Background: an optimization exercise with open tools, aiming at small area, a short achievable clock period and few clock cycles. Do not read the settings as production practice.
Only simulation tests tie the RTL to the original design; equivalence was not proved.
No activity file was given, so power comes from the tool's default toggle rates.

==> flow/design.v (outline; a module is shown in full before it is edited, if it fits) <==
// module xxh32_tp14: 549 lines
// module xxh32_tp2: 340 lines
// module xxh32_tp3: 410 lines
// module xxh32_tp5b: 145 lines
// module xxh32_calc_v2: 353 lines
module xxh32_calc_v2(
input	wire				clk,
input wire				rstN,
input wire				compress_start,
input wire				compress_done,
input wire	[31:0]	length,
input wire				length_valid,
input wire	[31:0]	data,
input wire				data_valid,
output wire	[31:0]	digest,
output reg				digest_valid
);
  // ...
==> flow/flow/run.sh <==
#!/bin/bash
# The standard layout (standard.sh, unchanged synthesis and steps), with ORFS's
# timing repair asked to leave a setup margin, so that it speeds up the paths that
# set the achieved period even though they already meet the 13 ns clock.
set -o pipefail
export SETUP_SLACK_MARGIN=9
echo "export SETUP_SLACK_MARGIN = 9" >> config.mk
bash standard.sh > standard.log 2>&1
==> flow/standard.sh <==
#!/bin/bash
# synth_recipe.tcl (not shown) runs the flow's synth.tcl, then flattens the netlist and writes it again
# the make line also repeats each setting of config.mk as NAME=value (left out here)
make -C /OpenROAD-flow-scripts/flow DESIGN_CONFIG=/design/flow/config.mk WORK_HOME=/design/flow/orfs CLKGATE_MAP_FILE= SYNTH_SCRIPT=/design/flow/synth_recipe.tcl "${@:-finish}"
==> flow/config.mk <==
export PLATFORM = sky130hd
export DESIGN_NAME = xxh32_calc_v2
export DESIGN_NICKNAME = xxh32_calc_v2
export VERILOG_FILES = /design/flow/design.v
export SDC_FILE = /design/flow/constraint.sdc
export NUM_CORES = 4
export LEC_CHECK = 0
export CAP_MARGIN = 20
export CORE_MARGIN = 2
export CORE_UTILIZATION = 60
export PLACE_DENSITY = 0.75
export SLEW_MARGIN = 20
export TNS_END_PERCENT = 5
export SETUP_SLACK_MARGIN = 9
==> flow/constraint.sdc <==
create_clock -name core_clock -period 13.0 [get_ports {clk}]
set_input_delay 2.6000 -clock core_clock [delete_from_list [all_inputs] [get_ports {clk}]]
set_output_delay 2.6000 -clock core_clock [all_outputs]
set_load 0.01 [all_outputs]
==> impl_metrics.yaml, run 1 <==
status:
  status: "finished clean"
cts:
  cts-resized-gates: 189
  clkTransAtPathRegs_ns: 0.07
  cts_root_buf: "clkbuf_16"
  cts_made_buffers: 41
  htree_levels: 2
final_layout:
  multi_input_area_share_pct: 59.6
  seq_cell_count: 356
  n_all_inverters: 479
  drive_above_1_share_pct: 12.0
  regArea_um2: 10100
synth:
  synth_top_family_by_area: "adder cells"
  synth_top_area_share_pct: 23.6
  synth-compound-area-share_pct: 15.9
  syn_nets: 4565
  synth_warnings: 1
  synth_edf_count: 271
  ys_seq_elements: 356
  synth_top_area_cell: "fa_1"
  yosysMostFrequentCell: "inv_1"
grt:
  grt_pass1_vias: 31000
  grt_busiest_layer: "met2"
  met2_usage_pct: 62.1
  antenna_found_initial: 0
worst_setup_path:
  crit_end: "xb[9]"
  path_cells: "ha_1 -> a21o_1 -> or3_1 -> o211ai_1 -> a21oi_1 -> o31ai_1 -> xor2_1 -> o32a_1 -> a22o_1 -> a311oi_1 -> a21oi_1"
  slowest_stage: "a311oi_1"
  critPathTopFamily: "compound AO/OA/AOI/OAI gates"
place:
  dpl-instance-area_um2: 38700
timing:
  drv_slew: 0
floorplan:
  die_y_um: 252
  die_area_um2: 63700
worst_hold_path:
  hold_path_depth: 0
Testbench counts, summed over its fixed seeds: cycles 45,476.
==> inputs of run 2 (changes only) <==
--- a/flow/design.v
+++ b/flow/design.v
@@ -884,80 +884,80 @@
 wire n_333 = (n_251 & n_331) | (n_251 & n_249) | (n_331 & n_249);
 wire n_334 = ~n_183;
 wire n_335 = n_254 ^ n_334 ^ n_252;
 wire n_336 = (n_254 & n_334) | (n_254 & n_252) | (n_334 & n_252);
 assign s = {~n_335, ~n_332, ~n_329, ~n_326, ~n_323, n_320, n_317, n_314, n_311, n_308, n_305, n_302, n_299, n_296, ~n_293, n_290, n_287, n_284, ~n_281, ~n_278, ~n_275, n_272, ~n_269, ~n_266, ~n_263, n_260, n_258, n_256, x[3], ~x[2], ~x[1], ~x[0]};
 assign c = {~n_333, ~n_330, ~n_327, ~n_324, n_321, n_318, n_315, n_312, n_309, n_306, n_303, n_300, n_297, ~n_294, n_291, n_288, n_285, ~n_282, ~n_279, ~n_276, n_273, ~n_270, ~n_267, ~n_264, ~n_261, ~n_259, ~n_257, ~x[3], ~x[0], 1'b0, 1'b0, 1'b1};
 endmodule
 module xxh32_tp3(input wire [31:0] x, output wire [31:0] s, output wire [31:0] c);
-wire n_1 = x[31] ^ x[25];
-wire n_2 = x[31] & x[25];
-wire n_3 = x[21] ^ x[15];
-wire n_4 = x[21] & x[15];
-wire n_5 = x[22] ^ x[16];
-wire n_6 = x[22] | x[16];
-wire n_7 = x[20] ^ x[13];
-wire n_8 = x[20] | x[13];
-wire n_9 = x[23] ^ x[17] ^ x[5];
-wire n_10 = (x[23] & x[17]) | (x[23] & x[5]) | (x[17] & x[5]);
-wire n_11 = x[21] ^ x[14];
-wire n_12 = x[21] | x[14];
-wire n_13 = x[24] ^ x[18];
-wire n_14 = x[24] | x[18];
-wire n_15 = x[22] ^ x[15] ^ x[12];
-wire n_16 = (x[22] & x[15]) | (x[22] & x[12]) | (x[15] & x[12]);
-wire n_17 = x[10] ^ x[8];
-wire n_18 = x[10] | x[8];
-wire n_19 = x[25] ^ x[19] ^ x[7];
-wire n_20 = (x[25] & x[19]) | (x[25] & x[7]) | (x[19] & x[7]);
-wire n_21 = x[23] ^ x[16] ^ x[13];
-wire n_22 = (x[23] & x[16]) | (x[23] & x[13]) | (x[16] & x[13]);
-wire n_23 = x[11] ^ x[9];
-wire n_24 = x[11] | x[9];
-wire n_25 = x[26] ^ x[20] ^ x[8];
-wire n_26 = (x[26] & x[20]) | (x[26] & x[8]) | (x[20] & x[8]);
-wire n_27 = x[24] ^ x[17] ^ x[14];
-wire n_28 = (x[24] & x[17]) | (x[24] & x[14]) | (x[17] & x[14]);
-wire n_29 = x[12] ^ x[10] ^ x[6];
-wire n_30 = (x[12] & x[10]) | (x[12] & x[6]) | (x[10] & x[6]);
-wire n_31 = x[27] ^ x[21] ^ x[9];
-wire n_32 = (x[27] & x[21]) | (x[27] & x[9]) | (x[21] & x[9]);
-wire n_33 = x[25] ^ x[18] ^ x[15];
-wire n_34 = (x[25] & x[18]) | (x[25] & x[15]) | (x[18] & x[15]);
-wire n_35 = x[13] ^ x[11] ^ x[7];
-wire n_36 = (x[13] & x[11]) | (x[13] & x[7]) | (x[11] & x[7]);
-wire n_37 = x[28] ^ x[22] ^ x[10];
-wire n_38 = (x[28] & x[22]) | (x[28] & x[10]) | (x[22] & x[10]);
-wire n_39 = x[26] ^ x[19] ^ x[16];
-wire n_40 = (x[26] & x[19]) | (x[26] & x[16]) | (x[19] & x[16]);
-wire n_41 = x[14] ^ x[12] ^ x[8];
-wire n_42 = (x[14] & x[12]) | (x[14] & x[8]) | (x[12] & x[8]);
-wire n_43 = x[29] ^ x[23] ^ x[11];
-wire n_44 = (x[29] & x[23]) | (x[29] & x[11]) | (x[23] & x[11]);
-wire n_45 = x[27] ^ x[20] ^ x[17];
-wire n_46 = (x[27] & x[20]) | (x[27] & x[17]) | (x[20] & x[17]);
-wire n_47 = x[15] ^ x[13] ^ x[9];
-wire n_48 = (x[15] & x[13]) | (x[15] & x[9]) | (x[13] & x[9]);
-wire n_49 = x[24] ^ x[12] ^ x[4];
-wire n_50 = (x[24] & x[12]) | (x[24] & x[4]) | (x[12] & x[4]);
-wire n_51 = x[30] ^ x[28] ^ x[21];
-wire n_52 = (x[30] & x[28]) | (x[30] & x[21]) | (x[28] & x[21]);
-wire n_53 = x[18] ^ x[16] ^ x[14];
-wire n_54 = (x[18] & x[16]) | (x[18] & x[14]) | (x[16] & x[14]);
-wire n_55 = x[10] ^ x[8];
-wire n_56 = x[10] | x[8];
-wire n_57 = n_1 ^ x[13] ^ x[5];
-wire n_58 = (n_1 & x[13]) | (n_1 & x[5]) | (x[13] & x[5]);
+wire n_1 = x[21] ^ x[15];
+wire n_2 = x[21] & x[15];
+wire n_3 = x[22] ^ x[16];
+wire n_4 = x[22] | x[16];
+wire n_5 = x[20] ^ x[13];
+wire n_6 = x[20] | x[13];
+wire n_7 = x[23] ^ x[17] ^ x[5];
+wire n_8 = (x[23] & x[17]) | (x[23] & x[5]) | (x[17] & x[5]);
+wire n_9 = x[21] ^ x[14];
+wire n_10 = x[21] | x[14];
+wire n_11 = x[24] ^ x[18];
+wire n_12 = x[24] | x[18];
+wire n_13 = x[22] ^ x[15] ^ x[12];
+wire n_14 = (x[22] & x[15]) | (x[22] & x[12]) | (x[15] & x[12]);
+wire n_15 = x[10] ^ x[8];
+wire n_16 = x[10] | x[8];
+wire n_17 = x[25] ^ x[19] ^ x[7];
+wire n_18 = (x[25] & x[19]) | (x[25] & x[7]) | (x[19] & x[7]);
+wire n_19 = x[23] ^ x[16] ^ x[13];
+wire n_20 = (x[23] & x[16]) | (x[23] & x[13]) | (x[16] & x[13]);
+wire n_21 = x[11] ^ x[9];
+wire n_22 = x[11] | x[9];
+wire n_23 = x[26] ^ x[20] ^ x[8];
+wire n_24 = (x[26] & x[20]) | (x[26] & x[8]) | (x[20] & x[8]);
+wire n_25 = x[24] ^ x[17] ^ x[14];
+wire n_26 = (x[24] & x[17]) | (x[24] & x[14]) | (x[17] & x[14]);
+wire n_27 = x[12] ^ x[10] ^ x[6];
+wire n_28 = (x[12] & x[10]) | (x[12] & x[6]) | (x[10] & x[6]);
+wire n_29 = x[27] ^ x[21] ^ x[9];
+wire n_30 = (x[27] & x[21]) | (x[27] & x[9]) | (x[21] & x[9]);
+wire n_31 = x[25] ^ x[18] ^ x[15];
+wire n_32 = (x[25] & x[18]) | (x[25] & x[15]) | (x[18] & x[15]);
+wire n_33 = x[13] ^ x[11] ^ x[7];
+wire n_34 = (x[13] & x[11]) | (x[13] & x[7]) | (x[11] & x[7]);
+wire n_35 = x[28] ^ x[22] ^ x[10];
+wire n_36 = (x[28] & x[22]) | (x[28] & x[10]) | (x[22] & x[10]);
+wire n_37 = x[26] ^ x[19] ^ x[16];
+wire n_38 = (x[26] & x[19]) | (x[26] & x[16]) | (x[19] & x[16]);
+wire n_39 = x[14] ^ x[12] ^ x[8];
+wire n_40 = (x[14] & x[12]) | (x[14] & x[8]) | (x[12] & x[8]);
+wire n_41 = x[29] ^ x[23] ^ x[11];
+wire n_42 = (x[29] & x[23]) | (x[29] & x[11]) | (x[23] & x[11]);
+wire n_43 = x[27] ^ x[20] ^ x[17];
+wire n_44 = (x[27] & x[20]) | (x[27] & x[17]) | (x[20] & x[17]);
+wire n_45 = x[15] ^ x[13] ^ x[9];
+wire n_46 = (x[15] & x[13]) | (x[15] & x[9]) | (x[13] & x[9]);
+wire n_47 = x[30] ^ x[24] ^ x[12];
+wire n_48 = (x[30] & x[24]) | (x[30] & x[12]) | (x[24] & x[12]);
+wire n_49 = x[28] ^ x[21] ^ x[18];
+wire n_50 = (x[28] & x[21]) | (x[28] & x[18]) | (x[21] & x[18]);
+wire n_51 = x[16] ^ x[14] ^ x[10];
+wire n_52 = (x[16] & x[14]) | (x[16] & x[10]) | (x[14] & x[10]);
+wire n_53 = x[4] ^ x[0];
+wire n_54 = x[4] & x[0];
+wire n_55 = x[31] ^ x[25] ^ x[13];
+wire n_56 = (x[31] & x[25]) | (x[31] & x[13]) | (x[25] & x[13]);
+wire n_57 = x[5] ^ x[1] ^ x[0];
+wire n_58 = (x[5] & x[1]) | (x[5] & x[0]) | (x[1] & x[0]);
 wire n_59 = x[29] ^ x[22] ^ x[19];
 wire n_60 = (x[29] & x[22]) | (x[29] & x[19]) | (x[22] & x[19]);
 wire n_61 = x[17] ^ x[15] ^ x[11];
 wire n_62 = (x[17] & x[15]) | (x[17] & x[11]) | (x[15] & x[11]);
-wire n_63 = x[9] ^ x[7] ^ x[1];
-wire n_64 = (x[9] & x[7]) | (x[9] & x[1]) | (x[7] & x[1]);
+wire n_63 = x[9] ^ x[7];
+wire n_64 = x[9] | x[7];
 wire n_65 = x[15] ^ x[9];
 wire n_66 = x[15] & x[9];
 wire n_67 = x[16] ^ x[10];
 wire n_68 = x[16] | x[10];
 wire n_69 = x[14] ^ x[7];
 wire n_70 = x[14] | x[7];
 wire n_71 = x[15] ^ x[8] ^ x[5];
 wire n_72 = (x[15] & x[8]) | (x[15] & x[5]) | (x[8] & x[5]);
@@ -972,250 +972,250 @@
 wire n_81 = x[17] ^ x[10] ^ x[7];
 wire n_82 = (x[17] & x[10]) | (x[17] & x[7]) | (x[10] & x[7]);
 wire n_83 = x[20] ^ x[18] ^ x[11];
 wire n_84 = (x[20] & x[18]) | (x[20] & x[11]) | (x[18] & x[11]);
 wire n_85 = x[8] ^ x[6] ^ x[4];
 wire n_86 = (x[8] & x[6]) | (x[8] & x[4]) | (x[6] & x[4]);
 wire n_87 = x[14] ^ x[2];
 wire n_88 = x[14] & x[2];
-wire n_89 = n_3 ^ x[3] ^ x[20];
-wire n_90 = (n_3 & x[3]) | (n_3 & x[20]) | (x[3] & x[20]);
+wire n_89 = n_1 ^ x[3] ^ x[20];
+wire n_90 = (n_1 & x[3]) | (n_1 & x[20]) | (x[3] & x[20]);
 wire n_91 = x[19] ^ x[12] ^ x[9];
 wire n_92 = (x[19] & x[12]) | (x[19] & x[9]) | (x[12] & x[9]);
 wire n_93 = x[7] ^ x[5] ^ x[1];
 wire n_94 = (x[7] & x[5]) | (x[7] & x[1]) | (x[5] & x[1]);
-wire n_95 = n_7 ^ x[4] ^ n_4;
-wire n_96 = (n_7 & x[4]) | (n_7 & n_4) | (x[4] & n_4);
-wire n_97 = n_5 ^ x[10] ^ x[8];
-wire n_98 = (n_5 & x[10]) | (n_5 & x[8]) | (x[10] & x[8]);
+wire n_95 = n_5 ^ x[4] ^ n_2;
+wire n_96 = (n_5 & x[4]) | (n_5 & n_2) | (x[4] & n_2);
+wire n_97 = n_3 ^ x[10] ^ x[8];
+wire n_98 = (n_3 & x[10]) | (n_3 & x[8]) | (x[10] & x[8]);
 wire n_99 = x[6] ^ x[2] ^ x[0];
 wire n_100 = (x[6] & x[2]) | (x[6] & x[0]) | (x[2] & x[0]);
-wire n_101 = n_9 ^ n_11 ^ n_6;
-wire n_102 = (n_9 & n_11) | (n_9 & n_6) | (n_11 & n_6);
+wire n_101 = n_7 ^ n_9 ^ n_4;
+wire n_102 = (n_7 & n_9) | (n_7 & n_4) | (n_9 & n_4);
 wire n_103 = x[11] ^ x[9] ^ x[7];
 wire n_104 = (x[11] & x[9]) | (x[11] & x[7]) | (x[9] & x[7]);
-wire n_105 = x[3] ^ x[1] ^ n_8;
-wire n_106 = (x[3] & x[1]) | (x[3] & n_8) | (x[1] & n_8);
-wire n_107 = n_17 ^ x[6] ^ n_10;
-wire n_108 = (n_17 & x[6]) | (n_17 & n_10) | (x[6] & n_10);
-wire n_109 = n_13 ^ n_15 ^ x[4];
-wire n_110 = (n_13 & n_15) | (n_13 & x[4]) | (n_15 & x[4]);
-wire n_111 = x[2] ^ x[0] ^ n_12;
-wire n_112 = (x[2] & x[0]) | (x[2] & n_12) | (x[0] & n_12);
-wire n_113 = n_19 ^ n_23 ^ n_14;
-wire n_114 = (n_19 & n_23) | (n_19 & n_14) | (n_23 & n_14);
-wire n_115 = n_21 ^ x[5] ^ x[3];
-wire n_116 = (n_21 & x[5]) | (n_21 & x[3]) | (x[5] & x[3]);
-wire n_117 = x[1] ^ n_16 ^ n_18;
-wire n_118 = (x[1] & n_16) | (x[1] & n_18) | (n_16 & n_18);
-wire n_119 = n_25 ^ x[0] ^ n_20;
-wire n_120 = (n_25 & x[0]) | (n_25 & n_20) | (x[0] & n_20);
-wire n_121 = n_27 ^ n_29 ^ x[4];
-wire n_122 = (n_27 & n_29) | (n_27 & x[4]) | (n_29 & x[4]);
-wire n_123 = x[2] ^ n_22 ^ n_24;
-wire n_124 = (x[2] & n_22) | (x[2] & n_24) | (n_22 & n_24);
-wire n_125 = n_31 ^ x[1] ^ n_26;
-wire n_126 = (n_31 & x[1]) | (n_31 & n_26) | (x[1] & n_26);
-wire n_127 = n_33 ^ n_35 ^ x[5];
-wire n_128 = (n_33 & n_35) | (n_33 & x[5]) | (n_35 & x[5]);
-wire n_129 = x[3] ^ n_28 ^ n_30;
-wire n_130 = (x[3] & n_28) | (x[3] & n_30) | (n_28 & n_30);
-wire n_131 = n_37 ^ x[2] ^ n_32;
-wire n_132 = (n_37 & x[2]) | (n_37 & n_32) | (x[2] & n_32);
-wire n_133 = n_39 ^ n_41 ^ x[6];
-wire n_134 = (n_39 & n_41) | (n_39 & x[6]) | (n_41 & x[6]);
-wire n_135 = x[4] ^ n_34 ^ n_36;
-wire n_136 = (x[4] & n_34) | (x[4] & n_36) | (n_34 & n_36);
-wire n_137 = n_43 ^ x[3] ^ n_38;
-wire n_138 = (n_43 & x[3]) | (n_43 & n_38) | (x[3] & n_38);
-wire n_139 = n_45 ^ n_47 ^ x[7];
-wire n_140 = (n_45 & n_47) | (n_45 & x[7]) | (n_47 & x[7]);
-wire n_141 = x[5] ^ n_40 ^ n_42;
-wire n_142 = (x[5] & n_40) | (x[5] & n_42) | (n_40 & n_42);
-wire n_143 = n_49 ^ n_55 ^ n_44;
-wire n_144 = (n_49 & n_55) | (n_49 & n_44) | (n_55 & n_44);
-wire n_145 = n_51 ^ n_53 ^ x[6];
-wire n_146 = (n_51 & n_53) | (n_51 & x[6]) | (n_53 & x[6]);
-wire n_147 = x[0] ^ n_46 ^ n_48;
-wire n_148 = (x[0] & n_46) | (x[0] & n_48) | (n_46 & n_48);
-wire n_149 = n_57 ^ x[30] ^ n_50;
-wire n_150 = (n_57 & x[30]) | (n_57 & n_50) | (x[30] & n_50);
-wire n_151 = n_59 ^ n_61 ^ n_63;
-wire n_152 = (n_59 & n_61) | (n_59 & n_63) | (n_61 & n_63);
-wire n_153 = n_52 ^ n_54 ^ n_56;
-wire n_154 = (n_52 & n_54) | (n_52 & n_56) | (n_54 & n_56);
-wire n_155 = x[10] ^ x[4];
-wire n_156 = x[10] & x[4];
-wire n_157 = x[11] ^ x[5];
-wire n_158 = x[11] & x[5];
-wire n_159 = x[12] ^ x[6];
-wire n_160 = x[12] | x[6];
-wire n_161 = x[10] ^ x[3];
-wire n_162 = x[10] | x[3];
-wire n_163 = x[11] ^ x[4] ^ x[1];
-wire n_164 = (x[11] & x[4]) | (x[11] & x[1]) | (x[4] & x[1]);
-wire n_165 = x[13] ^ x[7];
-wire n_166 = x[13] & x[7];
-wire n_167 = x[14] ^ x[12] ^ x[5];
-wire n_168 = (x[14] & x[12]) | (x[14] & x[5]) | (x[12] & x[5]);
-wire n_169 = ~x[8];
-wire n_170 = n_169 ^ x[2] ^ x[0];
-wire n_171 = (n_169 & x[2]) | (n_169 & x[0]) | (x[2] & x[0]);
-wire n_172 = x[13] ^ x[6] ^ x[3];
-wire n_173 = (x[13] & x[6]) | (x[13] & x[3]) | (x[6] & x[3]);
-wire n_174 = ~x[1];
-wire n_175 = n_65 ^ n_174 ^ x[14];
-wire n_176 = (n_65 & n_174) | (n_65 & x[14]) | (n_174 & x[14]);
-wire n_177 = n_67 ^ x[4] ^ x[2];
-wire n_178 = (n_67 & x[4]) | (n_67 & x[2]) | (x[4] & x[2]);
-wire n_179 = ~x[0];
-wire n_180 = n_69 ^ n_179 ^ n_66;
-wire n_181 = (n_69 & n_179) | (n_69 & n_66) | (n_179 & n_66);
-wire n_182 = n_71 ^ x[3] ^ x[1];
-wire n_183 = (n_71 & x[3]) | (n_71 & x[1]) | (x[3] & x[1]);
-wire n_184 = ~n_70;
-wire n_185 = n_73 ^ n_68 ^ n_184;
-wire n_186 = (n_73 & n_68) | (n_73 & n_184) | (n_68 & n_184);
-wire n_187 = n_77 ^ x[4] ^ x[2];
-wire n_188 = (n_77 & x[4]) | (n_77 & x[2]) | (x[4] & x[2]);
-wire n_189 = ~n_72;
-wire n_190 = n_75 ^ n_189 ^ n_74;
-wire n_191 = (n_75 & n_189) | (n_75 & n_74) | (n_189 & n_74);
-wire n_192 = n_81 ^ x[5] ^ x[3];
-wire n_193 = (n_81 & x[5]) | (n_81 & x[3]) | (x[5] & x[3]);
-wire n_194 = ~n_78;
-wire n_195 = n_79 ^ n_76 ^ n_194;
-wire n_196 = (n_79 & n_76) | (n_79 & n_194) | (n_76 & n_194);
-wire n_197 = n_83 ^ n_85 ^ x[0];
-wire n_198 = (n_83 & n_85) | (n_83 & x[0]) | (n_85 & x[0]);
-wire n_199 = ~n_82;
-wire n_200 = n_87 ^ n_80 ^ n_199;
-wire n_201 = (n_87 & n_80) | (n_87 & n_199) | (n_80 & n_199);
-wire n_202 = n_91 ^ n_93 ^ n_84;
-wire n_203 = (n_91 & n_93) | (n_91 & n_84) | (n_93 & n_84);
-wire n_204 = ~n_86;
-wire n_205 = n_89 ^ n_204 ^ n_88;
-wire n_206 = (n_89 & n_204) | (n_89 & n_88) | (n_204 & n_88);
-wire n_207 = n_97 ^ n_99 ^ n_92;
-wire n_208 = (n_97 & n_99) | (n_97 & n_92) | (n_99 & n_92);
-wire n_209 = ~n_94;
-wire n_210 = n_95 ^ n_90 ^ n_209;
-wire n_211 = (n_95 & n_90) | (n_95 & n_209) | (n_90 & n_209);
-wire n_212 = n_103 ^ n_105 ^ n_98;
-wire n_213 = (n_103 & n_105) | (n_103 & n_98) | (n_105 & n_98);
-wire n_214 = ~n_100;
-wire n_215 = n_101 ^ n_96 ^ n_214;
-wire n_216 = (n_101 & n_96) | (n_101 & n_214) | (n_96 & n_214);
-wire n_217 = n_109 ^ n_111 ^ n_104;
-wire n_218 = (n_109 & n_111) | (n_109 & n_104) | (n_111 & n_104);
-wire n_219 = ~n_106;
-wire n_220 = n_107 ^ n_102 ^ n_219;
-wire n_221 = (n_107 & n_102) | (n_107 & n_219) | (n_102 & n_219);
-wire n_222 = n_115 ^ n_117 ^ n_110;
-wire n_223 = (n_115 & n_117) | (n_115 & n_110) | (n_117 & n_110);
-wire n_224 = ~n_112;
-wire n_225 = n_113 ^ n_108 ^ n_224;
-wire n_226 = (n_113 & n_108) | (n_113 & n_224) | (n_108 & n_224);
-wire n_227 = n_121 ^ n_123 ^ n_116;
-wire n_228 = (n_121 & n_123) | (n_121 & n_116) | (n_123 & n_116);
-wire n_229 = ~n_118;
-wire n_230 = n_119 ^ n_114 ^ n_229;
-wire n_231 = (n_119 & n_114) | (n_119 & n_229) | (n_114 & n_229);
-wire n_232 = n_127 ^ n_129 ^ n_122;
-wire n_233 = (n_127 & n_129) | (n_127 & n_122) | (n_129 & n_122);
-wire n_234 = ~n_124;
-wire n_235 = n_125 ^ n_120 ^ n_234;
-wire n_236 = (n_125 & n_120) | (n_125 & n_234) | (n_120 & n_234);
-wire n_237 = n_133 ^ n_135 ^ n_128;
-wire n_238 = (n_133 & n_135) | (n_133 & n_128) | (n_135 & n_128);
-wire n_239 = ~n_130;
-wire n_240 = n_131 ^ n_126 ^ n_239;
-wire n_241 = (n_131 & n_126) | (n_131 & n_239) | (n_126 & n_239);
-wire n_242 = n_139 ^ n_141 ^ n_134;
-wire n_243 = (n_139 & n_141) | (n_139 & n_134) | (n_141 & n_134);
-wire n_244 = ~n_136;
-wire n_245 = n_137 ^ n_132 ^ n_244;
-wire n_246 = (n_137 & n_132) | (n_137 & n_244) | (n_132 & n_244);
-wire n_247 = n_145 ^ n_147 ^ n_140;
-wire n_248 = (n_145 & n_147) | (n_145 & n_140) | (n_147 & n_140);
-wire n_249 = ~n_142;
-wire n_250 = n_143 ^ n_138 ^ n_249;
-wire n_251 = (n_143 & n_138) | (n_143 & n_249) | (n_138 & n_249);
-wire n_252 = n_151 ^ n_153 ^ n_146;
-wire n_253 = (n_151 & n_153) | (n_151 & n_146) | (n_153 & n_146);
-wire n_254 = ~n_148;
-wire n_255 = n_149 ^ n_144 ^ n_254;
-wire n_256 = (n_149 & n_144) | (n_149 & n_254) | (n_144 & n_254);
+wire n_105 = x[3] ^ x[1] ^ n_6;
+wire n_106 = (x[3] & x[1]) | (x[3] & n_6) | (x[1] & n_6);
+wire n_107 = n_15 ^ x[6] ^ n_8;
+wire n_108 = (n_15 & x[6]) | (n_15 & n_8) | (x[6] & n_8);
+wire n_109 = n_11 ^ n_13 ^ x[4];
+wire n_110 = (n_11 & n_13) | (n_11 & x[4]) | (n_13 & x[4]);
+wire n_111 = x[2] ^ x[0] ^ n_10;
+wire n_112 = (x[2] & x[0]) | (x[2] & n_10) | (x[0] & n_10);
+wire n_113 = n_17 ^ n_21 ^ n_12;
+wire n_114 = (n_17 & n_21) | (n_17 & n_12) | (n_21 & n_12);
+wire n_115 = n_19 ^ x[5] ^ x[3];
+wire n_116 = (n_19 & x[5]) | (n_19 & x[3]) | (x[5] & x[3]);
+wire n_117 = x[1] ^ n_14 ^ n_16;
+wire n_118 = (x[1] & n_14) | (x[1] & n_16) | (n_14 & n_16);
+wire n_119 = n_23 ^ x[0] ^ n_18;
+wire n_120 = (n_23 & x[0]) | (n_23 & n_18) | (x[0] & n_18);
+wire n_121 = n_25 ^ n_27 ^ x[4];
+wire n_122 = (n_25 & n_27) | (n_25 & x[4]) | (n_27 & x[4]);
+wire n_123 = x[2] ^ n_20 ^ n_22;
+wire n_124 = (x[2] & n_20) | (x[2] & n_22) | (n_20 & n_22);
+wire n_125 = n_29 ^ x[1] ^ n_24;
+wire n_126 = (n_29 & x[1]) | (n_29 & n_24) | (x[1] & n_24);
+wire n_127 = n_31 ^ n_33 ^ x[5];
+wire n_128 = (n_31 & n_33) | (n_31 & x[5]) | (n_33 & x[5]);
+wire n_129 = x[3] ^ n_26 ^ n_28;
+wire n_130 = (x[3] & n_26) | (x[3] & n_28) | (n_26 & n_28);
+wire n_131 = n_35 ^ x[2] ^ n_30;
+wire n_132 = (n_35 & x[2]) | (n_35 & n_30) | (x[2] & n_30);
+wire n_133 = n_37 ^ n_39 ^ x[6];
+wire n_134 = (n_37 & n_39) | (n_37 & x[6]) | (n_39 & x[6]);
+wire n_135 = x[4] ^ n_32 ^ n_34;
+wire n_136 = (x[4] & n_32) | (x[4] & n_34) | (n_32 & n_34);
+wire n_137 = n_41 ^ x[3] ^ n_36;
+wire n_138 = (n_41 & x[3]) | (n_41 & n_36) | (x[3] & n_36);
+wire n_139 = n_43 ^ n_45 ^ x[7];
+wire n_140 = (n_43 & n_45) | (n_43 & x[7]) | (n_45 & x[7]);
+wire n_141 = x[5] ^ n_38 ^ n_40;
+wire n_142 = (x[5] & n_38) | (x[5] & n_40) | (n_38 & n_40);
+wire n_143 = n_47 ^ n_53 ^ n_42;
+wire n_144 = (n_47 & n_53) | (n_47 & n_42) | (n_53 & n_42);
+wire n_145 = n_49 ^ n_51 ^ x[8];
+wire n_146 = (n_49 & n_51) | (n_49 & x[8]) | (n_51 & x[8]);
+wire n_147 = x[6] ^ n_44 ^ n_46;
+wire n_148 = (x[6] & n_44) | (x[6] & n_46) | (n_44 & n_46);
+wire n_149 = n_55 ^ n_57 ^ n_63;
+wire n_150 = (n_55 & n_57) | (n_55 & n_63) | (n_57 & n_63);
+wire n_151 = n_59 ^ n_61 ^ n_50;
+wire n_152 = (n_59 & n_61) | (n_59 & n_50) | (n_61 & n_50);
+wire n_153 = ~n_52;
+wire n_154 = n_48 ^ n_153 ^ n_54;
+wire n_155 = (n_48 & n_153) | (n_48 & n_54) | (n_153 & n_54);
+wire n_156 = x[10] ^ x[4];
+wire n_157 = x[10] & x[4];
+wire n_158 = x[11] ^ x[5];
+wire n_159 = x[11] & x[5];
+wire n_160 = x[12] ^ x[6];
+wire n_161 = x[12] | x[6];
+wire n_162 = x[10] ^ x[3];
+wire n_163 = x[10] | x[3];
+wire n_164 = x[11] ^ x[4] ^ x[1];
+wire n_165 = (x[11] & x[4]) | (x[11] & x[1]) | (x[4] & x[1]);
+wire n_166 = x[13] ^ x[7];
+wire n_167 = x[13] & x[7];
+wire n_168 = x[14] ^ x[12] ^ x[5];
+wire n_169 = (x[14] & x[12]) | (x[14] & x[5]) | (x[12] & x[5]);
+wire n_170 = ~x[8];
+wire n_171 = n_170 ^ x[2] ^ x[0];
+wire n_172 = (n_170 & x[2]) | (n_170 & x[0]) | (x[2] & x[0]);
+wire n_173 = x[13] ^ x[6] ^ x[3];
+wire n_174 = (x[13] & x[6]) | (x[13] & x[3]) | (x[6] & x[3]);
+wire n_175 = ~x[1];
+wire n_176 = n_65 ^ n_175 ^ x[14];
+wire n_177 = (n_65 & n_175) | (n_65 & x[14]) | (n_175 & x[14]);
+wire n_178 = n_67 ^ x[4] ^ x[2];
+wire n_179 = (n_67 & x[4]) | (n_67 & x[2]) | (x[4] & x[2]);
+wire n_180 = ~x[0];
+wire n_181 = n_69 ^ n_180 ^ n_66;
+wire n_182 = (n_69 & n_180) | (n_69 & n_66) | (n_180 & n_66);
+wire n_183 = n_71 ^ x[3] ^ x[1];
+wire n_184 = (n_71 & x[3]) | (n_71 & x[1]) | (x[3] & x[1]);
+wire n_185 = ~n_70;
+wire n_186 = n_73 ^ n_68 ^ n_185;
+wire n_187 = (n_73 & n_68) | (n_73 & n_185) | (n_68 & n_185);
+wire n_188 = n_77 ^ x[4] ^ x[2];
+wire n_189 = (n_77 & x[4]) | (n_77 & x[2]) | (x[4] & x[2]);
+wire n_190 = ~n_72;
+wire n_191 = n_75 ^ n_190 ^ n_74;
+wire n_192 = (n_75 & n_190) | (n_75 & n_74) | (n_190 & n_74);
+wire n_193 = n_81 ^ x[5] ^ x[3];
+wire n_194 = (n_81 & x[5]) | (n_81 & x[3]) | (x[5] & x[3]);
+wire n_195 = ~n_78;
+wire n_196 = n_79 ^ n_76 ^ n_195;
+wire n_197 = (n_79 & n_76) | (n_79 & n_195) | (n_76 & n_195);
+wire n_198 = n_83 ^ n_85 ^ x[0];
+wire n_199 = (n_83 & n_85) | (n_83 & x[0]) | (n_85 & x[0]);
+wire n_200 = ~n_82;
+wire n_201 = n_87 ^ n_80 ^ n_200;
+wire n_202 = (n_87 & n_80) | (n_87 & n_200) | (n_80 & n_200);
+wire n_203 = n_91 ^ n_93 ^ n_84;
+wire n_204 = (n_91 & n_93) | (n_91 & n_84) | (n_93 & n_84);
+wire n_205 = ~n_86;
+wire n_206 = n_89 ^ n_205 ^ n_88;
+wire n_207 = (n_89 & n_205) | (n_89 & n_88) | (n_205 & n_88);
+wire n_208 = n_97 ^ n_99 ^ n_92;
+wire n_209 = (n_97 & n_99) | (n_97 & n_92) | (n_99 & n_92);
+wire n_210 = ~n_94;
+wire n_211 = n_95 ^ n_90 ^ n_210;
+wire n_212 = (n_95 & n_90) | (n_95 & n_210) | (n_90 & n_210);
+wire n_213 = n_103 ^ n_105 ^ n_98;
+wire n_214 = (n_103 & n_105) | (n_103 & n_98) | (n_105 & n_98);
+wire n_215 = ~n_100;
+wire n_216 = n_101 ^ n_96 ^ n_215;
+wire n_217 = (n_101 & n_96) | (n_101 & n_215) | (n_96 & n_215);
+wire n_218 = n_109 ^ n_111 ^ n_104;
+wire n_219 = (n_109 & n_111) | (n_109 & n_104) | (n_111 & n_104);
+wire n_220 = ~n_106;
+wire n_221 = n_107 ^ n_102 ^ n_220;
+wire n_222 = (n_107 & n_102) | (n_107 & n_220) | (n_102 & n_220);
+wire n_223 = n_115 ^ n_117 ^ n_110;
+wire n_224 = (n_115 & n_117) | (n_115 & n_110) | (n_117 & n_110);
+wire n_225 = ~n_112;
+wire n_226 = n_113 ^ n_108 ^ n_225;
+wire n_227 = (n_113 & n_108) | (n_113 & n_225) | (n_108 & n_225);
+wire n_228 = n_121 ^ n_123 ^ n_116;
+wire n_229 = (n_121 & n_123) | (n_121 & n_116) | (n_123 & n_116);
+wire n_230 = ~n_118;
+wire n_231 = n_119 ^ n_114 ^ n_230;
+wire n_232 = (n_119 & n_114) | (n_119 & n_230) | (n_114 & n_230);
+wire n_233 = n_127 ^ n_129 ^ n_122;
+wire n_234 = (n_127 & n_129) | (n_127 & n_122) | (n_129 & n_122);
+wire n_235 = ~n_124;
+wire n_236 = n_125 ^ n_120 ^ n_235;
+wire n_237 = (n_125 & n_120) | (n_125 & n_235) | (n_120 & n_235);
+wire n_238 = n_133 ^ n_135 ^ n_128;
+wire n_239 = (n_133 & n_135) | (n_133 & n_128) | (n_135 & n_128);
+wire n_240 = ~n_130;
+wire n_241 = n_131 ^ n_126 ^ n_240;
+wire n_242 = (n_131 & n_126) | (n_131 & n_240) | (n_126 & n_240);
+wire n_243 = n_139 ^ n_141 ^ n_134;
+wire n_244 = (n_139 & n_141) | (n_139 & n_134) | (n_141 & n_134);
+wire n_245 = ~n_136;
+wire n_246 = n_137 ^ n_132 ^ n_245;
+wire n_247 = (n_137 & n_132) | (n_137 & n_245) | (n_132 & n_245);
+wire n_248 = n_145 ^ n_147 ^ n_140;
+wire n_249 = (n_145 & n_147) | (n_145 & n_140) | (n_147 & n_140);
+wire n_250 = ~n_142;
+wire n_251 = n_143 ^ n_138 ^ n_250;
+wire n_252 = (n_143 & n_138) | (n_143 & n_250) | (n_138 & n_250);
+wire n_253 = n_149 ^ n_154 ^ n_144;
+wire n_254 = (n_149 & n_154) | (n_149 & n_144) | (n_154 & n_144);
+wire n_255 = n_151 ^ n_146 ^ n_148;
+wire n_256 = (n_151 & n_146) | (n_151 & n_148) | (n_146 & n_148);
 wire n_257 = x[9] ^ x[7];
 wire n_258 = x[9] | x[7];
-wire n_259 = ~n_155;
+wire n_259 = ~n_156;
 wire n_260 = n_259 ^ x[8] ^ x[1];
 wire n_261 = (n_259 & x[8]) | (n_259 & x[1]) | (x[8] & x[1]);
-wire n_262 = ~n_157;
+wire n_262 = ~n_158;
 wire n_263 = n_262 ^ x[9] ^ x[2];
 wire n_264 = (n_262 & x[9]) | (n_262 & x[2]) | (x[9] & x[2]);
-wire n_265 = ~n_161;
-wire n_266 = n_159 ^ n_265 ^ x[0];
-wire n_267 = (n_159 & n_265) | (n_159 & x[0]) | (n_265 & x[0]);
-wire n_268 = ~n_163;
-wire n_269 = n_268 ^ n_165 ^ n_160;
-wire n_270 = (n_268 & n_165) | (n_268 & n_160) | (n_165 & n_160);
-wire n_271 = n_167 ^ n_170 ^ n_164;
-wire n_272 = (n_167 & n_170) | (n_167 & n_164) | (n_170 & n_164);
-wire n_273 = n_172 ^ n_168 ^ n_171;
-wire n_274 = (n_172 & n_168) | (n_172 & n_171) | (n_168 & n_171);
-wire n_275 = ~n_180;
-wire n_276 = n_177 ^ n_275 ^ n_173;
-wire n_277 = (n_177 & n_275) | (n_177 & n_173) | (n_275 & n_173);
-wire n_278 = ~n_185;
-wire n_279 = n_182 ^ n_278 ^ n_178;
-wire n_280 = (n_182 & n_278) | (n_182 & n_178) | (n_278 & n_178);
-wire n_281 = ~n_190;
-wire n_282 = n_187 ^ n_281 ^ n_183;
-wire n_283 = (n_187 & n_281) | (n_187 & n_183) | (n_281 & n_183);
-wire n_284 = ~n_195;
-wire n_285 = n_192 ^ n_284 ^ n_188;
-wire n_286 = (n_192 & n_284) | (n_192 & n_188) | (n_284 & n_188);
-wire n_287 = ~n_200;
-wire n_288 = n_197 ^ n_287 ^ n_193;
-wire n_289 = (n_197 & n_287) | (n_197 & n_193) | (n_287 & n_193);
-wire n_290 = ~n_205;
-wire n_291 = n_202 ^ n_290 ^ n_198;
-wire n_292 = (n_202 & n_290) | (n_202 & n_198) | (n_290 & n_198);
-wire n_293 = ~n_210;
-wire n_294 = n_207 ^ n_293 ^ n_203;
-wire n_295 = (n_207 & n_293) | (n_207 & n_203) | (n_293 & n_203);
-wire n_296 = ~n_215;
-wire n_297 = n_212 ^ n_296 ^ n_208;
-wire n_298 = (n_212 & n_296) | (n_212 & n_208) | (n_296 & n_208);
-wire n_299 = ~n_220;
-wire n_300 = n_217 ^ n_299 ^ n_213;
-wire n_301 = (n_217 & n_299) | (n_217 & n_213) | (n_299 & n_213);
-wire n_302 = ~n_225;
-wire n_303 = n_222 ^ n_302 ^ n_218;
-wire n_304 = (n_222 & n_302) | (n_222 & n_218) | (n_302 & n_218);
-wire n_305 = ~n_230;
-wire n_306 = n_227 ^ n_305 ^ n_223;
-wire n_307 = (n_227 & n_305) | (n_227 & n_223) | (n_305 & n_223);
-wire n_308 = ~n_235;
-wire n_309 = n_232 ^ n_308 ^ n_228;
-wire n_310 = (n_232 & n_308) | (n_232 & n_228) | (n_308 & n_228);
-wire n_311 = ~n_240;
-wire n_312 = n_237 ^ n_311 ^ n_233;
-wire n_313 = (n_237 & n_311) | (n_237 & n_233) | (n_311 & n_233);
-wire n_314 = ~n_245;
-wire n_315 = n_242 ^ n_314 ^ n_238;
-wire n_316 = (n_242 & n_314) | (n_242 & n_238) | (n_314 & n_238);
-wire n_317 = ~n_250;
-wire n_318 = n_247 ^ n_317 ^ n_243;
-wire n_319 = (n_247 & n_317) | (n_247 & n_243) | (n_317 & n_243);
-wire n_320 = ~n_255;
-wire n_321 = n_252 ^ n_320 ^ n_248;
-wire n_322 = (n_252 & n_320) | (n_252 & n_248) | (n_320 & n_248);
+wire n_265 = ~n_162;
+wire n_266 = n_160 ^ n_265 ^ x[0];
+wire n_267 = (n_160 & n_265) | (n_160 & x[0]) | (n_265 & x[0]);
+wire n_268 = ~n_164;
+wire n_269 = n_268 ^ n_166 ^ n_161;
+wire n_270 = (n_268 & n_166) | (n_268 & n_161) | (n_166 & n_161);
+wire n_271 = n_168 ^ n_171 ^ n_165;
+wire n_272 = (n_168 & n_171) | (n_168 & n_165) | (n_171 & n_165);
+wire n_273 = n_173 ^ n_169 ^ n_172;
+wire n_274 = (n_173 & n_169) | (n_173 & n_172) | (n_169 & n_172);
+wire n_275 = ~n_181;
+wire n_276 = n_178 ^ n_275 ^ n_174;
+wire n_277 = (n_178 & n_275) | (n_178 & n_174) | (n_275 & n_174);
+wire n_278 = ~n_186;
+wire n_279 = n_183 ^ n_278 ^ n_179;
+wire n_280 = (n_183 & n_278) | (n_183 & n_179) | (n_278 & n_179);
+wire n_281 = ~n_191;
+wire n_282 = n_188 ^ n_281 ^ n_184;
+wire n_283 = (n_188 & n_281) | (n_188 & n_184) | (n_281 & n_184);
+wire n_284 = ~n_196;
+wire n_285 = n_193 ^ n_284 ^ n_189;
+wire n_286 = (n_193 & n_284) | (n_193 & n_189) | (n_284 & n_189);
+wire n_287 = ~n_201;
+wire n_288 = n_198 ^ n_287 ^ n_194;
+wire n_289 = (n_198 & n_287) | (n_198 & n_194) | (n_287 & n_194);
+wire n_290 = ~n_206;
+wire n_291 = n_203 ^ n_290 ^ n_199;
+wire n_292 = (n_203 & n_290) | (n_203 & n_199) | (n_290 & n_199);
+wire n_293 = ~n_211;
+wire n_294 = n_208 ^ n_293 ^ n_204;
+wire n_295 = (n_208 & n_293) | (n_208 & n_204) | (n_293 & n_204);
+wire n_296 = ~n_216;
+wire n_297 = n_213 ^ n_296 ^ n_209;
+wire n_298 = (n_213 & n_296) | (n_213 & n_209) | (n_296 & n_209);
+wire n_299 = ~n_221;
+wire n_300 = n_218 ^ n_299 ^ n_214;
+wire n_301 = (n_218 & n_299) | (n_218 & n_214) | (n_299 & n_214);
+wire n_302 = ~n_226;
+wire n_303 = n_223 ^ n_302 ^ n_219;
+wire n_304 = (n_223 & n_302) | (n_223 & n_219) | (n_302 & n_219);
+wire n_305 = ~n_231;
+wire n_306 = n_228 ^ n_305 ^ n_224;
+wire n_307 = (n_228 & n_305) | (n_228 & n_224) | (n_305 & n_224);
+wire n_308 = ~n_236;
+wire n_309 = n_233 ^ n_308 ^ n_229;
+wire n_310 = (n_233 & n_308) | (n_233 & n_229) | (n_308 & n_229);
+wire n_311 = ~n_241;
+wire n_312 = n_238 ^ n_311 ^ n_234;
+wire n_313 = (n_238 & n_311) | (n_238 & n_234) | (n_311 & n_234);
+wire n_314 = ~n_246;
+wire n_315 = n_243 ^ n_314 ^ n_239;
+wire n_316 = (n_243 & n_314) | (n_243 & n_239) | (n_314 & n_239);
+wire n_317 = ~n_251;
+wire n_318 = n_248 ^ n_317 ^ n_244;
+wire n_319 = (n_248 & n_317) | (n_248 & n_244) | (n_317 & n_244);
+wire n_320 = ~n_253;
+wire n_321 = n_320 ^ n_255 ^ n_249;
+wire n_322 = (n_320 & n_255) | (n_320 & n_249) | (n_255 & n_249);
 wire n_323 = x[3] ^ x[1];
 wire n_324 = x[3] & ~x[1];
 wire n_325 = x[4] ^ x[2];
 wire n_326 = x[4] & ~x[2];
 wire n_327 = x[5] ^ x[3];
 wire n_328 = x[5] & ~x[3];
 wire n_329 = ~x[4];
 wire n_330 = x[6] ^ n_329 ^ x[0];
@@ -1227,77 +1227,77 @@
 wire n_336 = x[8] ^ n_335 ^ x[2];
 wire n_337 = (x[8] & n_335) | (x[8] & x[2]) | (n_335 & x[2]);
 wire n_338 = ~x[0];
 wire n_339 = n_257 ^ x[3] ^ n_338;
 wire n_340 = (n_257 & x[3]) | (n_257 & n_338) | (x[3] & n_338);
 wire n_341 = ~x[9];
 wire n_342 = n_260 ^ n_341 ^ n_258;
 wire n_343 = (n_260 & n_341) | (n_260 & n_258) | (n_341 & n_258);
-wire n_344 = ~n_156;
+wire n_344 = ~n_157;
 wire n_345 = n_263 ^ n_344 ^ n_261;
 wire n_346 = (n_263 & n_344) | (n_263 & n_261) | (n_344 & n_261);
-wire n_347 = ~n_158;
+wire n_347 = ~n_159;
 wire n_348 = n_266 ^ n_347 ^ n_264;
 wire n_349 = (n_266 & n_347) | (n_266 & n_264) | (n_347 & n_264);
 wire n_350 = ~n_269;
-wire n_351 = n_350 ^ n_162 ^ n_267;
-wire n_352 = (n_350 & n_162) | (n_350 & n_267) | (n_162 & n_267);
+wire n_351 = n_350 ^ n_163 ^ n_267;
+wire n_352 = (n_350 & n_163) | (n_350 & n_267) | (n_163 & n_267);
 wire n_353 = ~n_271;
-wire n_354 = n_353 ^ n_166 ^ n_270;
-wire n_355 = (n_353 & n_166) | (n_353 & n_270) | (n_166 & n_270);
-wire n_356 = ~n_175;
+wire n_354 = n_353 ^ n_167 ^ n_270;
+wire n_355 = (n_353 & n_167) | (n_353 & n_270) | (n_167 & n_270);
+wire n_356 = ~n_176;
 wire n_357 = n_273 ^ n_356 ^ n_272;
 wire n_358 = (n_273 & n_356) | (n_273 & n_272) | (n_356 & n_272);
-wire n_359 = ~n_176;
+wire n_359 = ~n_177;
 wire n_360 = n_276 ^ n_359 ^ n_274;
 wire n_361 = (n_276 & n_359) | (n_276 & n_274) | (n_359 & n_274);
-wire n_362 = ~n_181;
+wire n_362 = ~n_182;
 wire n_363 = n_279 ^ n_362 ^ n_277;
 wire n_364 = (n_279 & n_362) | (n_279 & n_277) | (n_362 & n_277);
-wire n_365 = ~n_186;
+wire n_365 = ~n_187;
 wire n_366 = n_282 ^ n_365 ^ n_280;
 wire n_367 = (n_282 & n_365) | (n_282 & n_280) | (n_365 & n_280);
-wire n_368 = ~n_191;
+wire n_368 = ~n_192;
 wire n_369 = n_285 ^ n_368 ^ n_283;
 wire n_370 = (n_285 & n_368) | (n_285 & n_283) | (n_368 & n_283);
-wire n_371 = ~n_196;
+wire n_371 = ~n_197;
 wire n_372 = n_288 ^ n_371 ^ n_286;
 wire n_373 = (n_288 & n_371) | (n_288 & n_286) | (n_371 & n_286);
-wire n_374 = ~n_201;
+wire n_374 = ~n_202;
 wire n_375 = n_291 ^ n_374 ^ n_289;
 wire n_376 = (n_291 & n_374) | (n_291 & n_289) | (n_374 & n_289);
-wire n_377 = ~n_206;
+wire n_377 = ~n_207;
 wire n_378 = n_294 ^ n_377 ^ n_292;
 wire n_379 = (n_294 & n_377) | (n_294 & n_292) | (n_377 & n_292);
-wire n_380 = ~n_211;
+wire n_380 = ~n_212;
 wire n_381 = n_297 ^ n_380 ^ n_295;
 wire n_382 = (n_297 & n_380) | (n_297 & n_295) | (n_380 & n_295);
-wire n_383 = ~n_216;
+wire n_383 = ~n_217;
 wire n_384 = n_300 ^ n_383 ^ n_298;
 wire n_385 = (n_300 & n_383) | (n_300 & n_298) | (n_383 & n_298);
-wire n_386 = ~n_221;
+wire n_386 = ~n_222;
 wire n_387 = n_303 ^ n_386 ^ n_301;
 wire n_388 = (n_303 & n_386) | (n_303 & n_301) | (n_386 & n_301);
-wire n_389 = ~n_226;
+wire n_389 = ~n_227;
 wire n_390 = n_306 ^ n_389 ^ n_304;
 wire n_391 = (n_306 & n_389) | (n_306 & n_304) | (n_389 & n_304);
-wire n_392 = ~n_231;
+wire n_392 = ~n_232;
 wire n_393 = n_309 ^ n_392 ^ n_307;
 wire n_394 = (n_309 & n_392) | (n_309 & n_307) | (n_392 & n_307);
-wire n_395 = ~n_236;
+wire n_395 = ~n_237;
 wire n_396 = n_312 ^ n_395 ^ n_310;
 wire n_397 = (n_312 & n_395) | (n_312 & n_310) | (n_395 & n_310);
-wire n_398 = ~n_241;
+wire n_398 = ~n_242;
 wire n_399 = n_315 ^ n_398 ^ n_313;
 wire n_400 = (n_315 & n_398) | (n_315 & n_313) | (n_398 & n_313);
-wire n_401 = ~n_246;
+wire n_401 = ~n_247;
 wire n_402 = n_318 ^ n_401 ^ n_316;
 wire n_403 = (n_318 & n_401) | (n_318 & n_316) | (n_401 & n_316);
-wire n_404 = ~n_251;
+wire n_404 = ~n_252;
 wire n_405 = n_321 ^ n_404 ^ n_319;
 wire n_406 = (n_321 & n_404) | (n_321 & n_319) | (n_404 & n_319);
 assign s = {~n_405, ~n_402, ~n_399, ~n_396, ~n_393, ~n_390, ~n_387, ~n_384, ~n_381, ~n_378, ~n_375, ~n_372, ~n_369, ~n_366, ~n_363, ~n_360, ~n_357, n_354, ~n_351, ~n_348, ~n_345, ~n_342, n_339, n_336, n_333, n_330, ~n_327, ~n_325, ~n_323, ~x[2], x[1], x[0]};
 assign c = {~n_403, ~n_400, ~n_397, ~n_394, ~n_391, ~n_388, ~n_385, ~n_382, ~n_379, ~n_376, ~n_373, ~n_370, ~n_367, ~n_364, ~n_361, ~n_358, n_355, ~n_352, ~n_349, ~n_346, ~n_343, n_340, n_337, n_334, n_331, n_328, n_326, n_324, x[2], ~x[0], 1'b0, 1'b0};
 endmodule
 module xxh32_tp5b(input wire [7:0] x, output wire [31:0] s, output wire [31:0] c);
 wire n_1 = x[7] ^ x[3];
 wire n_2 = x[7] | x[3];
==> impl_metrics.yaml, run 2 <==
final_layout:
  drive_above_1_share_pct: 12.2
  final_common_cell: "inv_1"
  final_cell_mix: "inv_1, fa_1, nand2_1, edfxtp_1, nor2_1"
  final_util_pct: 69.7
  final_nets: 4633
  area_growth_pct: 15.2
  fin_area_um2: 41900
floorplan:
  ios: 103
  die_area_um2: 62600
  core_area_um2: 60100
  fp-row-count: 90
  die_width_um: 250
  die_y_um: 250
  initial_core_util_pct: 60.5
place:
  post-dp-hpwl_um: 97500
  gp_congestion: 1.04
  dpl-instance-area_um2: 38100
  port_buffers: 85
worst_setup_path:
  cp-end-kind: "flop"
  reg2reg_from: "o_r[8]"
  cp_max_fo: 3
  ff2ff_setup_slack_ns: 8.63
  startpoint_type: "flop"
  arrival_ns: 4.66
  cp.required_ns: 13.29
  setup.worst_path.class: "reg -> reg"
  r2r_cells: 11
  r2r_end: "as[26]"
timing:
  layout_min_cycle_time_ns: 4.37
  maxSlewHeadroom_pct: 29.6
  setup_tns_ns: 0
  tightest_slew_ns: 1.06
  setup_viol: 0
  hold_violations: 0
  max_freq_mhz: 229
  finalCritPeriodShare_pct: 33.6
  clock_skew_ns: 0.0186
  drv_slew: 0
  rsz0062_at_grt: "yes"
detailed_routing:
  vias_per_cell: 6.59
  postRouteAntennaNets: 0
  routedWlPerCell_um: 28.3
  drc: 0
  vias: 31300
  firstDrtPassIters: 14
  routed_wl_um: 134000
  drt_iter0_drc: 4799
grt:
  grt_pass1_vias: 30100
  grt_busiest_layer: "met2"
  grt_max_degree: 78
  overflow: 0
  met2_usage_pct: 62.6
  grt_usage_pct: 42.5
  grtUsageMet3_pct: 12.5
  antenna_found_initial: 1
  grt_pass1_wl_um: 194000
  globalRouteMet1Util_pct: 56.0
synth:
  synthFlopType: "edfxtp_1"
  netlist_instances: 3759
  synth_simple_gate_area_share_pct: 10.4
  synth_top_family_by_area: "adder cells"
  synth_mux_area_share_pct: 2.36
  syn_nets: 4461
  synth_top_area_cell: "fa_1"
  seq_area_frac_synth_pct: 27.6
  async_reset_ff_share_pct: 10.4
  synth_common_cells: "inv_1, fa_1, nand2_1"
  synth-xor-area-share_pct: 6.45
  ys_seq_elements: 356
  synth_edf_count: 271
  synth_warnings: 1
  synthAdderAreaFrac_pct: 31.0
  synth-compound-area-share_pct: 15.6
  synth_area_leaders: "fa_1, edfxtp_1, ha_1"
  postSynthAreaPerCell_um2: 9.68
  synth_area_um2: 36400
  synth_top_area_share_pct: 24.0
  yosysMostFrequentCell: "inv_1"
  ys_types: 93
cts:
  cts_tree: "yes"
  clkTransAtPathRegs_ns: 0.06
  cts_made_buffers: 41
  cts.sink_count: 356
  cts_root_buf: "clkbuf_16"
  htree_levels: 2
  clkLatencyLatePin_ns: 0.58
  cts_buffer_depth: 3
power_and_ir_drop:
  ir_drop_v: 0.000277
  leakage_nw: 17.9
  p_per_area_nw_per_um2: 278
flow_run:
  drv_cap: 0
worst_hold_path:
  hp-class: "reg -> reg"
  worstHoldStart: "av3"
  worstHoldEndpoint: "digest_valid"
  hold_path_depth: 0
status:
  status: "finished clean"
## run 2: cell types whose count changed in the layout (fill, tap and decap cells not counted), sizes merged, moves of 12 or more
cell / previous run / this run
o211ai: 29 / 14
nand2: 388 / 425
a222oi: 45 / 33
o21ai: 231 / 255
nor2: 289 / 250
inv: 472 / 449
a22oi: 14 / 26
## run 2: through the flow
stage / worst slack [ns] / std cells / power, W / hold WS [ns]
floorplan: 8.43 / 3759 / 0.00721 / 0.347
global placement: 5.80 / 4512 / 0.00972 / 0.384
detailed placement: 5.79 / 4512 / 0.00985 / 0.368
CTS: 8.74 / 4711 / 0.0112 / 0.391
global route: 8.61 / 4746 / 0.0123 / 0.391
finish: 8.63 / 4747 / 0.0117 / 0.393
## run 2: worst max path at each step
stage | startpoint | to | slack [ns] | depth (start not counted)
after floorplan | compress_start | o_r[0] | 8.43 | 13
after CTS | o_r[23] | as[23] | 8.74 | 12
final | o_r[8] | as[26] | 8.63 | 11
after detailed placement | compress_start | o_r[26] | 5.79 | 10
after global placement | compress_start | o_r[26] | 5.80 | 10
after global routing | kc_b[1] | cs[31] | 8.61 | 17
## run 2: power by group
part	leakage, nW	switching, W	total, W	internal [W]
combinational	13.8	0.00494	0.00828	0.00334
sequential	3.50	0.000354	0.00221	0.00186
clock	0.652	0.000505	0.00118	0.000672
## run 2: kinds of logic (layout without fill, tap and decap cells)
logic type      Yosys count  after routing
mux                      85             85
flops                   356            356
simple gates            880            886
other cells               0              1
fa+ha+maj               641            641
xor+xnor                265            265
buf+inv                 634            833
compound gates          898            898
## run 2: worst max-delay path, stage by stage, from the launching register on
cell and delay, ns:
edfxtp_1 0.55, buf_6 0.20, fa_1 0.47, inv_1 0.05, fa_1 0.47, inv_1 0.05
fa_1 0.50, inv_1 0.07, fa_1 0.48, fa_1 0.57, o22ai_2 0.10, fa_1 0.57
## run 2: layout make-up
type                            count  area [µm²]
Multi-Input combinational cell   2775       24800
Fill cell                        4515       18200
Sequential cell                   356       10100
Timing Repair Buffer              301        2930
Inverter                          455        1770
Clock buffer                       55        1160
Tap cell                          782         978
Clock inverter                     21         175
Timing Repair inverter              1        8.76
Antenna cell                        1        2.50
## run 2: timing repair
action,CTS,global route
setup endpoints to repair,224,248
pin swaps,51,83
hold buffers,0,0
resized for setup,147,110
gates cloned,11,5
hold endpoints to repair,0,0
buffers inserted,112,30
## run 2: layer usage
metal,vias to the layer above,share of wire [%]
li1,13200,-
met1,15000,35
met2,2475,42
met3,631,14
met4,2,7.9
met5,-,0.034
Testbench counts of run 2, summed over its fixed seeds: cycles 45,476.

[re-timing with driven ports]
The flow's constraints put no driver on any port. The routed layouts listed below were extracted and timed again, unchanged, in two steps.
Step 1 (the two cells are an assumption about what drives the block):
set clk [get_ports {clk}]
set_driving_cell -lib_cell sky130_fd_sc_hd__clkbuf_16 $clk
set_driving_cell -lib_cell sky130_fd_sc_hd__buf_2 [delete_from_list [all_inputs] $clk]
Step 2 times the ports against the registers' clock, not the clock port: input delays grow and output delays shrink by t, the midpoint of the rising clock arrivals with the driver on.
a / b / c = no drivers / after step 1 / after step 2; a / b = the first two.
| run | t, ns | slack for setup (ns) | worst hold slack (ns) | worst setup path at the end | worst slew at a driven data input, ns |
|---|---|---|---|---|---|
| run 1 | 0.659 | 8.652 / 8.652 / 8.217 | 0.404 / 0.404 / 0.404 | input to register | 0.05 |
| run 2 | 0.633 | 8.635 / 8.628 / 8.282 | 0.393 / 0.393 / 0.393 | input to register | 0.06 |
After both steps setup and hold are still met in every run listed. The setup slack of run 1, which loses most, moves by 0.000 ns with the drivers and by -0.435 ns with both steps.
